This design comes from an exercise in tuning for small area, a short achievable clock period and few clock cycles per item on the open sky130 flow, not from production work.

==> flow/design.v <==
`timescale 1ns/1ps
module sbox(
    input  [63:0] x0, x1, x2, x3, x4,
    output [63:0] sl0, sl1, sl2, sl3, sl4
    );
    wire [63:0] a0 = x0 ^ x4;
    wire [63:0] a4 = x4 ^ x3;
    wire [63:0] a2 = x2 ^ x1;
    wire [63:0] b0 = a0 ^ (~x1 & a2);
    wire [63:0] b1 = x1 ^ (~a2 & x3);
    wire [63:0] b2 = a2 ^ (~x3 & a4);
    wire [63:0] b3 = x3 ^ (~a4 & a0);
    wire [63:0] b4 = a4 ^ (~a0 & x1);
    assign sl0 = b0 ^ b4;
    assign sl1 = b1 ^ b0;
    assign sl2 = ~b2;
    assign sl3 = b3 ^ b2;
    assign sl4 = b4;
endmodule
`timescale 1ns / 1ps
module linear_sub(
    input  [63:0] x0, x1, x2, x3, x4,
    input  [63:0] k3, k4,
    output [63:0] o0, o1, o2, o3, o4
    );
    function [63:0] ror(input [63:0] x, input integer n);
        ror = (x >> n) | (x << (64 - n));
    endfunction
    assign o0 = (x0 ^ ror(x0, 19)) ^ ror(x0, 28);
    assign o1 = (x1 ^ ror(x1, 61)) ^ ror(x1, 39);
    assign o2 = (x2 ^ ror(x2, 1))  ^ ror(x2, 6);
    assign o3 = (x3 ^ ror(x3, 10)) ^ (ror(x3, 17) ^ k3);
    assign o4 = (x4 ^ ror(x4, 7))  ^ (ror(x4, 41) ^ k4);
endmodule
`timescale 1ns / 1ps
module RND_Const(
    input  [63:0] x2_in,
    input  [3:0]  rnd,
    output [63:0] x2_out
);
    wire [3:0] hi = 4'd15 - rnd;
    assign x2_out = x2_in ^ {56'd0, hi, rnd};
endmodule
`timescale 1ns / 1ps
module Perm(
    input  [319:0] S,
    input  [3:0]   rnd,
    input  [63:0]  k3, k4,
    output [319:0] S_out
    );
    wire [63:0] x0, x1, x2, x3, x4;
    assign {x0, x1, x2, x3, x4} = S;
    wire [63:0] c2;
    RND_Const L1(.x2_in(x2), .rnd(rnd), .x2_out(c2));
    wire [63:0] b0, b1, b2, b3, b4;
    sbox L2(.x0(x0), .x1(x1), .x2(c2), .x3(x3), .x4(x4),
            .sl0(b0), .sl1(b1), .sl2(b2), .sl3(b3), .sl4(b4));
    linear_sub L3(.x0(b0), .x1(b1), .x2(b2), .x3(b3), .x4(b4), .k3(k3), .k4(k4),
            .o0(S_out[319:256]), .o1(S_out[255:192]), .o2(S_out[191:128]),
            .o3(S_out[127:64]), .o4(S_out[63:0]));
endmodule
`timescale 1ns / 1ps
module initialization(
    input [127:0] key,
    input [127:0] nonce,
    input clk,
    input rst,
    input start,
    output reg finish,
    output reg [319:0] state
 );
   localparam [63:0] IV = 64'h00001000808c0001;
   reg        busy;
   reg [3:0]  rnd;     
   reg        last;    
   wire       go = start && !busy;
   wire [127:0] kx = last ? key : 128'd0;
   wire [319:0] src = busy ? state : {IV, key, nonce};
   wire [319:0] nxt;
   Perm P(.S(src), .rnd(rnd), .k3(kx[127:64]), .k4(kx[63:0]), .S_out(nxt));
   always @(posedge clk) begin
      if (rst) begin
         busy   <= 1'b0;
         finish <= 1'b0;
         rnd    <= 4'd0;
         last   <= 1'b0;
      end else if (go) begin
         busy   <= 1'b1;
         finish <= 1'b0;
         rnd    <= 4'd1;
         last   <= 1'b0;
      end else if (busy) begin
         if (last) begin
            busy   <= 1'b0;
            finish <= 1'b1;
            rnd    <= 4'd0;
            last   <= 1'b0;
         end else begin
            rnd    <= rnd + 4'd1;
            last   <= (rnd == 4'd10);
         end
      end
   end
   always @(posedge clk) begin
      if (go || busy)
         state <= nxt;
   end
endmodule
Settings: LEC_CHECK=0, CAP_MARGIN=20, CORE_MARGIN=2, CORE_UTILIZATION=35, SETUP_SLACK_MARGIN=2.5, SLEW_MARGIN=20; clock period 5.0 ns.
standard.sh (not shown) runs the stock make flow with config.mk's settings and CLKGATE_MAP_FILE= SYNTH_SCRIPT=/design/flow/synth_recipe.tcl, a recipe that flattens the netlist after the stock synthesis.
==> flow/flow/run.sh <==
#!/bin/bash
set -euo pipefail
export BUFFER_PORTS_ARGS="-buffer_cell sky130_fd_sc_hd__buf_2"
bash standard.sh > standard.log 2>&1
==> next run, changes <==
--- a/flow/design.v
+++ b/flow/design.v
@@ -1,21 +1,13 @@
 `timescale 1ns/1ps
-module sbox(
-    input  [63:0] x0, x1, x2, x3, x4,
+  module sbox(
+    input [63:0] x0, x1, x2, x3, x4,
     output [63:0] sl0, sl1, sl2, sl3, sl4
     );
-    wire [63:0] a0 = x0 ^ x4;
-    wire [63:0] a4 = x4 ^ x3;
-    wire [63:0] a2 = x2 ^ x1;
-    wire [63:0] b0 = a0 ^ (~x1 & a2);
-    wire [63:0] b1 = x1 ^ (~a2 & x3);
-    wire [63:0] b2 = a2 ^ (~x3 & a4);
-    wire [63:0] b3 = x3 ^ (~a4 & a0);
-    wire [63:0] b4 = a4 ^ (~a0 & x1);
-    assign sl0 = b0 ^ b4;
-    assign sl1 = b1 ^ b0;
-    assign sl2 = ~b2;
-    assign sl3 = b3 ^ b2;
-    assign sl4 = b4;
-endmodule
+            assign sl0 = (x4 & x1) ^ x3 ^ (x2 & x1) ^ x2 ^ (x1 & x0) ^ x1 ^ x0;      
+            assign sl1 = x4 ^ (x3 & x2) ^ (x3 & x1) ^ x3 ^ x2 ^ x1 ^ x0 ^ (x2 & x1);
+            assign sl2 = (x4 & x3) ^ x4 ^ x2 ^ x1 ^ 64'hffffffffffffffff;               
+            assign sl3 = (x4 & x0) ^ (x3 & x0) ^ x4 ^ x3 ^ x2 ^x1 ^ x0;                 
+            assign sl4 = (x4 & x1) ^ x4 ^ x3 ^ (x1 & x0) ^ x1;                          
+        endmodule
 `timescale 1ns / 1ps
 module linear_sub(
@@ -72,37 +64,31 @@
    localparam [63:0] IV = 64'h00001000808c0001;
    reg        busy;
-   reg [3:0]  rnd;     
+   reg [3:0]  rnd;
    reg        last;    
-   wire       go = start && !busy;
    wire [127:0] kx = last ? key : 128'd0;
-   wire [319:0] src = busy ? state : {IV, key, nonce};
    wire [319:0] nxt;
-   Perm P(.S(src), .rnd(rnd), .k3(kx[127:64]), .k4(kx[63:0]), .S_out(nxt));
+   Perm P(.S(state), .rnd(rnd), .k3(kx[127:64]), .k4(kx[63:0]), .S_out(nxt));
    always @(posedge clk) begin
       if (rst) begin
          busy   <= 1'b0;
          finish <= 1'b0;
-         rnd    <= 4'd0;
-         last   <= 1'b0;
-      end else if (go) begin
+      end else if (start && !busy) begin
          busy   <= 1'b1;
          finish <= 1'b0;
-         rnd    <= 4'd1;
-         last   <= 1'b0;
-      end else if (busy) begin
-         if (last) begin
-            busy   <= 1'b0;
-            finish <= 1'b1;
-            rnd    <= 4'd0;
-            last   <= 1'b0;
-         end else begin
-            rnd    <= rnd + 4'd1;
-            last   <= (rnd == 4'd10);
-         end
+      end else if (busy && last) begin
+         busy   <= 1'b0;
+         finish <= 1'b1;
       end
    end
    always @(posedge clk) begin
-      if (go || busy)
+      if (busy) begin
          state <= nxt;
+         rnd   <= rnd + 4'd1;
+         last  <= (rnd == 4'd10);
+      end else if (start) begin
+         state <= {IV, key, nonce};
+         rnd   <= 4'd0;
+         last  <= 1'b0;
+      end
    end
 endmodule
Fmax went up by a quarter to a third. Area after synthesis went up slightly. Routed wire length went down by about a fifth. Setup slack is better by 0.61 ns. Worst hold slack is worse by 0.011 ns. Final area went down by a quarter to a third. Clock skew went up by 0.0042 ns. Non-clock buffer count went down by 878. Global-route usage went down by 4.2 points.
No functional check of the RTL was part of any run of this note.

afterwards: timing with drivers on the ports:
How much do the figures lean on ideal ports? The routed layouts below were timed once more, with nothing changed but the port constraints.
Step 1 assumes that a clkbuf_16 drives the clock port and a buf_2 every other input.
Step 2 times the ports against the registers' clock, not the clock port: input delays grow and output delays shrink by t, the midpoint of the rising clock arrivals with the driver on.
a / b / c = ideal ports / drivers / drivers and shift; a / b = the first two.
run	shift t [ns]	slack for setup (ns)	worst slew at a driven data input, ns	pins driven straight from the clock port
the first run	0.677	1.837 / 1.837 / 1.622	0.17	1
the second run	0.675	2.446 / 2.441 / 2.106	0.13	1
After both steps setup and hold are still met in every run listed. For the second run, which loses most, drivers alone change the setup slack by -0.005 ns; drivers and shift together by -0.340 ns.
